From an optimization exercise on the open Yosys and OpenROAD flow, aimed at small area, a short achievable clock period and few clock cycles; shortcuts taken in it are not production practice.
RTL that was checked went through simulation tests only; none was proved equivalent to the original.
Power is estimated from default activity; no workload was simulated.

onyx:
// demosaic
module demosaic(clk, reset, in_en, data_in, wr_r, addr_r, wdata_r, rdata_r, wr_g, addr_g, wdata_g, rdata_g, wr_b, addr_b, wdata_b, rdata_b, done);
For scale: about 1100 cells after synthesis, about 210 flip-flops, about 110 I/O pins, about 13000 um^2 of cells after synthesis.
==> module demosaic, before the edit <==
module demosaic(clk, reset, in_en, data_in, wr_r, addr_r, wdata_r, rdata_r, wr_g, addr_g, wdata_g, rdata_g, wr_b, addr_b, wdata_b, rdata_b, done);
input clk;
input reset;
input in_en;
input [7:0] data_in;
output reg wr_r;
output reg [13:0] addr_r;
output reg [7:0] wdata_r;
input [7:0] rdata_r;
output reg wr_g;
output reg [13:0] addr_g;
output reg [7:0] wdata_g;
input [7:0] rdata_g;
output reg wr_b;
output reg [13:0] addr_b;
output reg [7:0] wdata_b;
input [7:0] rdata_b;
output reg done;
localparam M_STREAM = 2'd0, M_LAST = 2'd1, M_INIT = 2'd2, M_POST = 2'd3;
reg [1:0] mode;
reg [13:0] pos;
reg [5:0] s;      
reg [5:0] c6;     
reg pre;          
reg [1:0] ph;     
reg [7:0] te_a, te_b, de_a, de_b, ue, mo_p, mo_q, uo, to_p, to_q, do_, me_a, me_b;
wire [6:0] x = pos[13:7];
wire [6:0] y = pos[6:0];
wire is_r = ~x[0] &  y[0];
wire is_b =  x[0] & ~y[0];
wire is_g = ~(is_r | is_b);
wire [6:0] ym2 = y - 7'd2;
wire [6:0] xb  = x[0] ? x - 7'd2 : x + 7'd2;
wire [13:0] s_addr_r = {is_g ? xb : x, is_r ? y : ym2};
wire [13:0] s_addr_g = {is_b ? xb : x, is_g ? y : ym2};
wire [13:0] s_addr_b = {is_r ? xb : x, is_b ? y : ym2};
wire last = (c6 == 6'd63) & ~pre;
reg [5:0] n_s, n_c6;
reg n_pre, n_fin;
reg [1:0] n_ph;
always @(*) begin
    n_s = s; n_c6 = c6; n_pre = pre; n_ph = ph; n_fin = 1'b0;
    if (mode == M_INIT) begin
        n_s = 6'd0; n_c6 = 6'd63; n_pre = 1'b1; n_ph = 2'd0;
    end else begin
        case (ph)
            2'd0: n_ph = 2'd1;
            2'd1: if (last) begin
                      n_fin = (s == 6'd62);
                      n_s = s + 6'd1; n_c6 = 6'd63; n_pre = 1'b1; n_ph = 2'd0;
                  end else n_ph = 2'd2;
            default: begin n_ph = 2'd0; n_pre = 1'b0; n_c6 = c6 + 6'd1; end
        endcase
    end
end
wire n_last = (n_c6 == 6'd63) & ~n_pre;
wire [6:0] rT  = {n_s, 1'b1};
wire [6:0] rM  = {n_s + 6'd1, 1'b0};
wire [6:0] rM2 = {n_s + 6'd2, 1'b0};
wire [6:0] cc0 = {n_c6, 1'b0};
wire [6:0] cc1 = {n_c6, 1'b1};
wire [6:0] cc4 = {n_c6 + 6'd2, 1'b0};
function [7:0] avg2(input [7:0] a, input [7:0] b);
    reg [8:0] t;
    begin t = a + b; avg2 = t[8:1]; end
endfunction
function [7:0] avg4(input [7:0] a, input [7:0] b, input [7:0] c, input [7:0] d);
    reg [9:0] t;
    begin t = (a + b) + (c + d); avg4 = t[9:2]; end
endfunction
always @(posedge clk or posedge reset) begin
    if (reset) begin
        mode <= M_STREAM;
        done <= 1'b0;
    end else begin
        case (mode)
            M_STREAM: if (in_en && pos == 14'h3fff) mode <= M_LAST;
            M_LAST:   mode <= M_INIT;
            M_INIT:   mode <= M_POST;
            default:  if (n_fin) done <= 1'b1;
        endcase
    end
end
always @(posedge clk) begin
    if (reset) begin
        pos <= 14'd0;
        wr_r <= 1'b0; wr_g <= 1'b0; wr_b <= 1'b0;
    end else begin
        case (mode)
            M_STREAM: begin
                wr_r <= in_en; wr_g <= in_en; wr_b <= in_en;
                addr_r <= s_addr_r; addr_g <= s_addr_g; addr_b <= s_addr_b;
                wdata_r <= data_in; wdata_g <= data_in; wdata_b <= data_in;
                if (in_en) pos <= pos + 14'd1;
            end
            M_LAST: begin
                wr_r <= 1'b0; wr_g <= 1'b0; wr_b <= 1'b0;
                addr_g <= {7'd2, 7'd0};
            end
            default: if (done) begin
                wr_r <= 1'b0; wr_g <= 1'b0; wr_b <= 1'b0;
            end else begin
                s <= n_s; c6 <= n_c6; pre <= n_pre; ph <= n_ph;
                if (mode == M_INIT) me_b <= rdata_g;
                else case (ph)
                    2'd0: begin te_b <= rdata_r; de_b <= rdata_g; end
                    2'd1: begin
                        ue <= rdata_r;
                        mo_p <= mo_q; mo_q <= rdata_g;
                        to_p <= to_q; to_q <= rdata_b;
                        if (last) me_b <= rdata_g;
                    end
                    default: begin
                        do_ <= rdata_r; uo <= rdata_b;
                        me_a <= me_b; me_b <= rdata_g;
                        te_a <= te_b; de_a <= de_b;
                    end
                endcase
                case (n_ph)
                    2'd0: begin
                        addr_r <= {rT, cc0}; addr_g <= {rT, cc0}; addr_b <= {rM, cc0};
                        wr_r <= ~n_pre & ~n_fin; wr_g <= ~n_pre & ~n_fin; wr_b <= ~n_pre & ~n_fin;
                        wdata_r <= avg4(uo, mo_p, rdata_b, mo_q);
                        wdata_g <= avg4(ue, me_b, to_p, to_q);
                        wdata_b <= avg2(te_b, de_b);
                    end
                    2'd1: begin
                        addr_r <= {rM, cc0};
                        addr_g <= n_last ? {rM2, 7'd0} : {rM, cc1};
                        addr_b <= {rT, cc1};
                        wr_r <= ~n_pre; wr_g <= ~n_pre & ~n_last; wr_b <= ~n_pre & ~n_last;
                        wdata_r <= avg2(mo_p, mo_q);
                        wdata_g <= avg4(to_q, do_, me_a, me_b);
                        wdata_b <= avg2(te_a, rdata_r);
                    end
                    default: begin
                        addr_r <= {rT, cc1}; addr_g <= {rM, cc4}; addr_b <= {rM, cc1};
                        wr_r <= ~n_pre; wr_g <= 1'b0; wr_b <= ~n_pre;
                        wdata_r <= avg2(uo, mo_q);
                        wdata_b <= avg4(te_a, te_b, de_a, de_b);
                    end
                endcase
            end
        endcase
    end
end
endmodule
Settings: LEC_CHECK=0, CAP_MARGIN=20, CORE_MARGIN=2, CORE_UTILIZATION=40, SLEW_MARGIN=20; clock period 5.5 ns.
run.sh (not shown) runs the stock make flow with config.mk's settings and CLKGATE_MAP_FILE= SYNTH_SCRIPT=/design/flow/synth_recipe.tcl, a recipe that flattens the netlist after the stock synthesis.
Testbench counts of onyx, summed over its fixed seeds: cycles 457,760.
Changes in quartz relative to onyx:
diff --git a/flow/design.v b/flow/design.v
--- a/flow/design.v
+++ b/flow/design.v
@@ -57,20 +57,28 @@
 wire [6:0] rT  = {n_s, 1'b1};
 wire [6:0] rM  = {n_s + 6'd1, 1'b0};
 wire [6:0] rM2 = {n_s + 6'd2, 1'b0};
 wire [6:0] cc0 = {n_c6, 1'b0};
 wire [6:0] cc1 = {n_c6, 1'b1};
 wire [6:0] cc4 = {n_c6 + 6'd2, 1'b0};
-function [7:0] avg2(input [7:0] a, input [7:0] b);
-    reg [8:0] t;
-    begin t = a + b; avg2 = t[8:1]; end
-endfunction
-function [7:0] avg4(input [7:0] a, input [7:0] b, input [7:0] c, input [7:0] d);
-    reg [9:0] t;
-    begin t = (a + b) + (c + d); avg4 = t[9:2]; end
-endfunction
+wire p0 = (n_ph == 2'd0), p1 = (n_ph == 2'd1), p2 = ~p0 & ~p1;
+wire [7:0] r1 = uo & {8{~p1}};
+wire [7:0] r2 = mo_p & {8{~p2}};
+wire [7:0] r3 = rdata_b & {8{p0}};
+wire [9:0] tr = (r1 + r2) + (r3 + mo_q);
+wire [7:0] sum_r = p0 ? tr[9:2] : tr[8:1];
+wire [7:0] g1 = p0 ? ue : do_;
+wire [7:0] g3 = p0 ? to_p : me_a;
+wire [9:0] tg = (g1 + me_b) + (g3 + to_q);
+wire [7:0] sum_g = tg[9:2];
+wire [7:0] b1 = te_a & {8{~p0}};
+wire [7:0] b2 = p1 ? rdata_r : te_b;
+wire [7:0] b3 = de_a & {8{p2}};
+wire [7:0] b4 = de_b & {8{~p1}};
+wire [9:0] tb = (b1 + b2) + (b3 + b4);
+wire [7:0] sum_b = p2 ? tb[9:2] : tb[8:1];
 always @(posedge clk or posedge reset) begin
     if (reset) begin
         mode <= M_STREAM;
         done <= 1'b0;
     end else begin
         case (mode)
@@ -86,19 +94,16 @@
         pos <= 14'd0;
         wr_r <= 1'b0; wr_g <= 1'b0; wr_b <= 1'b0;
     end else begin
         case (mode)
             M_STREAM: begin
                 wr_r <= in_en; wr_g <= in_en; wr_b <= in_en;
-                addr_r <= s_addr_r; addr_g <= s_addr_g; addr_b <= s_addr_b;
-                wdata_r <= data_in; wdata_g <= data_in; wdata_b <= data_in;
                 if (in_en) pos <= pos + 14'd1;
             end
             M_LAST: begin
                 wr_r <= 1'b0; wr_g <= 1'b0; wr_b <= 1'b0;
-                addr_g <= {7'd2, 7'd0};
             end
             default: if (done) begin
                 wr_r <= 1'b0; wr_g <= 1'b0; wr_b <= 1'b0;
             end else begin
                 s <= n_s; c6 <= n_c6; pre <= n_pre; ph <= n_ph;
                 if (mode == M_INIT) me_b <= rdata_g;
@@ -115,33 +120,33 @@
                         me_a <= me_b; me_b <= rdata_g;
                         te_a <= te_b; de_a <= de_b;
                     end
                 endcase
                 case (n_ph)
                     2'd0: begin
-                        addr_r <= {rT, cc0}; addr_g <= {rT, cc0}; addr_b <= {rM, cc0};
                         wr_r <= ~n_pre & ~n_fin; wr_g <= ~n_pre & ~n_fin; wr_b <= ~n_pre & ~n_fin;
-                        wdata_r <= avg4(uo, mo_p, rdata_b, mo_q);
-                        wdata_g <= avg4(ue, me_b, to_p, to_q);
-                        wdata_b <= avg2(te_b, de_b);
                     end
                     2'd1: begin
-                        addr_r <= {rM, cc0};
-                        addr_g <= n_last ? {rM2, 7'd0} : {rM, cc1};
-                        addr_b <= {rT, cc1};
                         wr_r <= ~n_pre; wr_g <= ~n_pre & ~n_last; wr_b <= ~n_pre & ~n_last;
-                        wdata_r <= avg2(mo_p, mo_q);
-                        wdata_g <= avg4(to_q, do_, me_a, me_b);
-                        wdata_b <= avg2(te_a, rdata_r);
                     end
                     default: begin
-                        addr_r <= {rT, cc1}; addr_g <= {rM, cc4}; addr_b <= {rM, cc1};
                         wr_r <= ~n_pre; wr_g <= 1'b0; wr_b <= ~n_pre;
-                        wdata_r <= avg2(uo, mo_q);
-                        wdata_b <= avg4(te_a, te_b, de_a, de_b);
                     end
                 endcase
             end
         endcase
     end
 end
+always @(posedge clk) begin
+    if (mode[1] && !done) begin
+        case (n_ph)
+            2'd0: begin addr_r <= {rT, cc0}; addr_g <= {rT, cc0}; addr_b <= {rM, cc0}; end
+            2'd1: begin addr_r <= {rM, cc0}; addr_g <= n_last ? {rM2, 7'd0} : {rM, cc1}; addr_b <= {rT, cc1}; end
+            default: begin addr_r <= {rT, cc1}; addr_g <= {rM, cc4}; addr_b <= {rM, cc1}; end
+        endcase
+        wdata_r <= sum_r; wdata_g <= sum_g; wdata_b <= sum_b;
+    end else begin
+        addr_r <= s_addr_r; addr_g <= (mode == M_LAST) ? {7'd2, 7'd0} : s_addr_g; addr_b <= s_addr_b;
+        wdata_r <= data_in; wdata_g <= data_in; wdata_b <= data_in;
+    end
+end
 endmodule
==> notes.md <==
Row global routing met3 resource utilization: quartz higher / onyx lower
quartz: area added between synthesis and finish higher than onyx
[quartz] clock-buffer cell count rose 13% relative to onyx
Compared to onyx, the routing of quartz uses less wire.
Of quartz and onyx, quartz shows the higher part of the power in the clock network, with onyx below it.
Testbench counts of quartz, summed over its fixed seeds: cycles 457,760.

## job 7473
The RTL this note starts from:
==> flow/design.v <==
module demosaic(clk, reset, in_en, data_in, wr_r, addr_r, wdata_r, rdata_r, wr_g, addr_g, wdata_g, rdata_g, wr_b, addr_b, wdata_b, rdata_b, done);
input clk;
input reset;
input in_en;
input [7:0] data_in;
output reg wr_r;
output reg [13:0] addr_r;
output reg [7:0] wdata_r;
input [7:0] rdata_r;
output reg wr_g;
output reg [13:0] addr_g;
output reg [7:0] wdata_g;
input [7:0] rdata_g;
output reg wr_b;
output reg [13:0] addr_b;
output reg [7:0] wdata_b;
input [7:0] rdata_b;
output reg done;
localparam M_STREAM = 2'd0, M_LAST = 2'd1, M_POST = 2'd2;
reg [1:0] mode;
reg [13:0] pos;
reg [5:0] s;      
reg [5:0] sm;     
reg [5:0] c6;     
reg pre;          
reg q0, q1, q2;   
reg [7:0] mo_p, mo_q, uo;    
reg [8:0] vr;                
reg [7:0] to_q, me_b;        
reg [8:0] p1, p2;            
reg [7:0] te;                
reg [8:0] w_a, w_b;          
wire [6:0] x = pos[13:7];
wire [6:0] y = pos[6:0];
wire is_r = ~x[0] &  y[0];
wire is_b =  x[0] & ~y[0];
wire is_g = ~(is_r | is_b);
wire [6:0] ym2 = y - 7'd2;
wire [6:0] xb  = x[0] ? x - 7'd2 : x + 7'd2;
wire [13:0] s_addr_r = {is_g ? xb : x, is_r ? y : ym2};
wire [13:0] s_addr_g = {is_b ? xb : x, is_g ? y : ym2};
wire [13:0] s_addr_b = {is_r ? xb : x, is_b ? y : ym2};
wire post = (mode == M_POST) & ~done;
wire last = (&c6) & ~pre;
wire fin  = q1 & last & (s == 6'd62);
wire [5:0] c6p1 = c6 + 6'd1;
wire [5:0] c6p2 = c6 + 6'd2;
wire [5:0] smp1 = sm + 6'd1;
wire [8:0] ra = q0 ? {1'b0, mo_p} : q1 ? {1'b0, uo} : vr;
wire [9:0] tr = ra + mo_q + (rdata_b & {8{q2}});
wire [7:0] sum_r = q2 ? tr[9:2] : tr[8:1];
wire [9:0] tg = p1 + p2;
wire [7:0] sum_g = tg[9:2];
wire [8:0] bl = te + rdata_r;
wire [9:0] bd = w_a + w_b;
wire [7:0] sum_b = q0 ? bl[8:1] : q1 ? bd[9:2] : w_b[8:1];
always @(posedge clk or posedge reset) begin
    if (reset) begin
        mode <= M_STREAM;
        done <= 1'b0;
    end else begin
        case (mode)
            M_STREAM: if (in_en && (&pos)) mode <= M_LAST;
            M_LAST:   mode <= M_POST;
            default:  if (post && fin) done <= 1'b1;
        endcase
    end
end
always @(posedge clk) begin
    if (reset) begin
        pos <= 14'd0;
        wr_r <= 1'b0; wr_g <= 1'b0; wr_b <= 1'b0;
    end else if (mode == M_STREAM) begin
        wr_r <= in_en; wr_g <= in_en; wr_b <= in_en;
        if (in_en) pos <= pos + 14'd1;
    end else if (mode == M_LAST) begin
        wr_r <= 1'b0; wr_g <= 1'b0; wr_b <= 1'b0;
        s <= 6'd63; sm <= 6'd0; c6 <= 6'd63; pre <= 1'b0;
        q0 <= 1'b0; q1 <= 1'b1; q2 <= 1'b0;
    end else if (post) begin
        q0 <= q2 | (q1 & last);
        q1 <= q0;
        q2 <= q1 & ~last;
        if (q1 & last) begin
            s <= s + 6'd1; sm <= smp1; pre <= 1'b1;
        end
        if (q2) begin
            pre <= 1'b0; c6 <= c6p1;
        end
        wr_r <= (q0 & ~pre) | (q1 & ~last & ~pre) | q2;
        wr_g <= (q0 & ~pre & ~last) | q2;
        wr_b <= (q0 & ~pre & ~last) | (q1 & ~last & ~pre) | q2;
    end else begin
        wr_r <= 1'b0; wr_g <= 1'b0; wr_b <= 1'b0;
    end
end
always @(posedge clk) begin
    if (post) begin
        if (q0) begin
            te <= rdata_r;
            w_b <= rdata_r + rdata_g;
        end
        if (q1) begin
            mo_p <= mo_q; mo_q <= rdata_g;
            vr <= tr[8:0];
            to_q <= rdata_b;
            if (last) me_b <= rdata_g;
        end
        if (q2) begin
            uo <= rdata_b;
            me_b <= rdata_g;
            w_a <= w_b;
        end
        if (q1 | q2) begin
            p1 <= me_b + to_q;
            p2 <= rdata_r + (q1 ? rdata_b : rdata_g);
        end
    end
end
always @(posedge clk) begin
    if (mode == M_STREAM) begin
        addr_r <= s_addr_r; addr_g <= s_addr_g; addr_b <= s_addr_b;
        wdata_r <= data_in; wdata_g <= data_in; wdata_b <= data_in;
    end else begin
        if (q0 | mode[0]) begin
            addr_r <= {sm, 1'b0, c6, 1'b0};
            addr_g <= mode[0] ? {7'd2, 7'd0} : last ? {smp1, 8'd0} : {sm, 1'b0, c6, 1'b1};
            addr_b <= {s, 1'b1, c6, 1'b1};
        end else if (q1 & ~last) begin
            addr_r <= {s, 1'b1, c6, 1'b1};
            addr_g <= {sm, 1'b0, c6p2, 1'b0};
            addr_b <= {sm, 1'b0, c6, 1'b1};
        end else begin
            addr_r <= {q2 ? s : sm, 1'b1, q2 ? c6p1 : c6, 1'b0};
            addr_g <= {q2 ? s : sm, 1'b1, q2 ? c6p1 : c6, 1'b0};
            addr_b <= {sm, 1'b0, c6p1, 1'b0};
        end
        wdata_r <= sum_r; wdata_g <= sum_g; wdata_b <= sum_b;
    end
end
endmodule
clock: 5.5 ns
lec_check: 0
abc_clock_period_in_ps: 2500
cap_margin: 20
core_margin: 2
core_utilization: 40
setup_slack_margin: 3
slew_margin: 20
Modified inputs, job 877 compared to job 7473
==> flow/design.v <==
module demosaic(clk, reset, in_en, data_in, wr_r, addr_r, wdata_r, rdata_r, wr_g, addr_g, wdata_g, rdata_g, wr_b, addr_b, wdata_b, rdata_b, done);
input clk;
input reset;
input in_en;
input [7:0] data_in;
output reg wr_r;
output reg [13:0] addr_r;
output reg [7:0] wdata_r;
input [7:0] rdata_r;
output reg wr_g;
output reg [13:0] addr_g;
output reg [7:0] wdata_g;
input [7:0] rdata_g;
output reg wr_b;
output reg [13:0] addr_b;
output reg [7:0] wdata_b;
input [7:0] rdata_b;
output reg done;
localparam M_STREAM = 2'd0, M_LAST = 2'd1, M_POST = 2'd2;
reg [1:0] mode;
reg [13:0] pos;
reg [5:0] s;      
reg [5:0] sm;     
reg [5:0] c6;     
reg pre;          
reg q0, q1, q2;   
reg [7:0] te_a, te_b, de_a, de_b, ue, mo_p, mo_q, uo, to_p, to_q, do_, me_a, me_b;
wire [6:0] x = pos[13:7];
wire [6:0] y = pos[6:0];
wire is_r = ~x[0] &  y[0];
wire is_b =  x[0] & ~y[0];
wire is_g = ~(is_r | is_b);
wire [6:0] ym2 = y - 7'd2;
wire [6:0] xb  = x[0] ? x - 7'd2 : x + 7'd2;
wire [13:0] s_addr_r = {is_g ? xb : x, is_r ? y : ym2};
wire [13:0] s_addr_g = {is_b ? xb : x, is_g ? y : ym2};
wire [13:0] s_addr_b = {is_r ? xb : x, is_b ? y : ym2};
wire post = (mode == M_POST) & ~done;
wire last = (&c6) & ~pre;
wire fin  = q1 & last & (s == 6'd62);
wire [5:0] c6p1 = c6 + 6'd1;
wire [5:0] c6p2 = c6 + 6'd2;
wire [5:0] smp1 = sm + 6'd1;
wire [9:0] sr0 = (uo & {8{~q0}}) + (mo_p & {8{~q1}}) + mo_q;
wire [9:0] tr  = sr0 + (rdata_b & {8{q2}});
wire [7:0] sum_r = q2 ? tr[9:2] : tr[8:1];
wire [7:0] g1 = q2 ? ue : do_;
wire [7:0] g3 = q2 ? to_p : me_a;
wire [9:0] tg = (g1 + me_b) + (g3 + to_q);
wire [7:0] sum_g = tg[9:2];
wire [9:0] sb0 = (te_a & {8{~q2}}) + (te_b & {8{~q0}}) + (de_a & {8{q1}}) + (de_b & {8{~q0}});
wire [9:0] tb  = sb0 + (rdata_r & {8{q0}});
wire [7:0] sum_b = q1 ? tb[9:2] : tb[8:1];
always @(posedge clk or posedge reset) begin
    if (reset) begin
        mode <= M_STREAM;
        done <= 1'b0;
    end else begin
        case (mode)
            M_STREAM: if (in_en && (&pos)) mode <= M_LAST;
            M_LAST:   mode <= M_POST;
            default:  if (post && fin) done <= 1'b1;
        endcase
    end
end
always @(posedge clk) begin
    if (reset) begin
        pos <= 14'd0;
        wr_r <= 1'b0; wr_g <= 1'b0; wr_b <= 1'b0;
    end else if (mode == M_STREAM) begin
        wr_r <= in_en; wr_g <= in_en; wr_b <= in_en;
        if (in_en) pos <= pos + 14'd1;
    end else if (mode == M_LAST) begin
        wr_r <= 1'b0; wr_g <= 1'b0; wr_b <= 1'b0;
        s <= 6'd63; sm <= 6'd0; c6 <= 6'd63; pre <= 1'b0;
        q0 <= 1'b0; q1 <= 1'b1; q2 <= 1'b0;
    end else if (post) begin
        q0 <= q2 | (q1 & last);
        q1 <= q0;
        q2 <= q1 & ~last;
        if (q1 & last) begin
            s <= s + 6'd1; sm <= smp1; pre <= 1'b1;
        end
        if (q2) begin
            pre <= 1'b0; c6 <= c6p1;
        end
        wr_r <= (q0 & ~pre) | (q1 & ~last & ~pre) | q2;
        wr_g <= (q0 & ~pre & ~last) | q2;
        wr_b <= (q0 & ~pre & ~last) | (q1 & ~last & ~pre) | q2;
    end else begin
        wr_r <= 1'b0; wr_g <= 1'b0; wr_b <= 1'b0;
    end
end
always @(posedge clk) begin
    if (post) begin
        if (q0) begin
            te_b <= rdata_r; de_b <= rdata_g;
        end
        if (q1) begin
            ue <= rdata_r;
            mo_p <= mo_q; mo_q <= rdata_g;
            to_p <= to_q; to_q <= rdata_b;
            if (last) me_b <= rdata_g;
        end
        if (q2) begin
            do_ <= rdata_r; uo <= rdata_b;
            me_a <= me_b; me_b <= rdata_g;
            te_a <= te_b; de_a <= de_b;
        end
    end
end
always @(posedge clk) begin
    if (mode == M_STREAM) begin
        addr_r <= s_addr_r; addr_g <= s_addr_g; addr_b <= s_addr_b;
        wdata_r <= data_in; wdata_g <= data_in; wdata_b <= data_in;
    end else begin
        if (q0 | mode[0]) begin
            addr_r <= {sm, 1'b0, c6, 1'b0};
            addr_g <= mode[0] ? {7'd2, 7'd0} : last ? {smp1, 8'd0} : {sm, 1'b0, c6, 1'b1};
            addr_b <= {s, 1'b1, c6, 1'b1};
        end else if (q1 & ~last) begin
            addr_r <= {s, 1'b1, c6, 1'b1};
            addr_g <= {sm, 1'b0, c6p2, 1'b0};
            addr_b <= {sm, 1'b0, c6, 1'b1};
        end else begin
            addr_r <= {q2 ? s : sm, 1'b1, q2 ? c6p1 : c6, 1'b0};
            addr_g <= {q2 ? s : sm, 1'b1, q2 ? c6p1 : c6, 1'b0};
            addr_b <= {sm, 1'b0, c6p1, 1'b0};
        end
        wdata_r <= sum_r; wdata_g <= sum_g; wdata_b <= sum_b;
    end
end
endmodule
--- outcome ---
Between job 877 and job 7473, it is job 877 whose number of sinks driven by the clock tree is higher, by 5.5%. In job 877 the global placer's final weighted congestion turned out 2.7% lower than in job 7473. Between job 7473 and job 877, the share of post-route cells with drive strength above 1 is lower for job 7473. | register share of the cell area | job 877 vs job 7473 | 1.2 points lower |. The topmost layer with routed signal wires comes out met5 in one run and met4 in the other, namely in job 7473 and job 877 respectively. Job 877 vs job 7473, total of clock buffers placed in the layout went up by 1. Delta (job 877 minus job 7473): cell area +about 10%; fmax -22%; total power consumption of the routed design -20%; total die area +4.4%.
No functional check of the RTL was part of any run of this note.

==> re-timing with driven ports <==
Ports are ideal in the flow. The routed layouts listed here were re-timed in OpenROAD. Step 1 (the two cells are an assumption about what drives the block):
set clk [get_ports {clk}]
set_driving_cell -lib_cell sky130_fd_sc_hd__clkbuf_16 $clk
set_driving_cell -lib_cell sky130_fd_sc_hd__buf_2 [delete_from_list [all_inputs] $clk]
Step 2 adds t to the input delays and takes it off the output delays; t is the mean of the earliest and latest rising clock arrival at the registers after step 1. Input paths then give back, and output paths get back, about the clock's delay inside the block. Three values: ideal, step 1, step 2; two values: the first two.
run | t, ns | slack for setup (ns) | worst setup path at the end | slew at the worst register clock pin (ns)
onyx | 0.561 | 1.138 / 1.163 / 0.602 | input to register | 0.07 / 0.07
quartz | 0.566 | 0.442 / 0.442 / 0.442 | register to register | 0.06 / 0.06
job 7473 | 0.561 | 2.510 / 2.542 / 1.981 | input to register | 0.06 / 0.06
job 877 | 0.570 | 1.644 / 1.644 / 1.464 | input to register | 0.07 / 0.07
After both steps setup and hold are still met in every run listed. For onyx, which loses most, drivers alone change the setup slack by +0.025 ns; drivers and shift together by -0.536 ns.
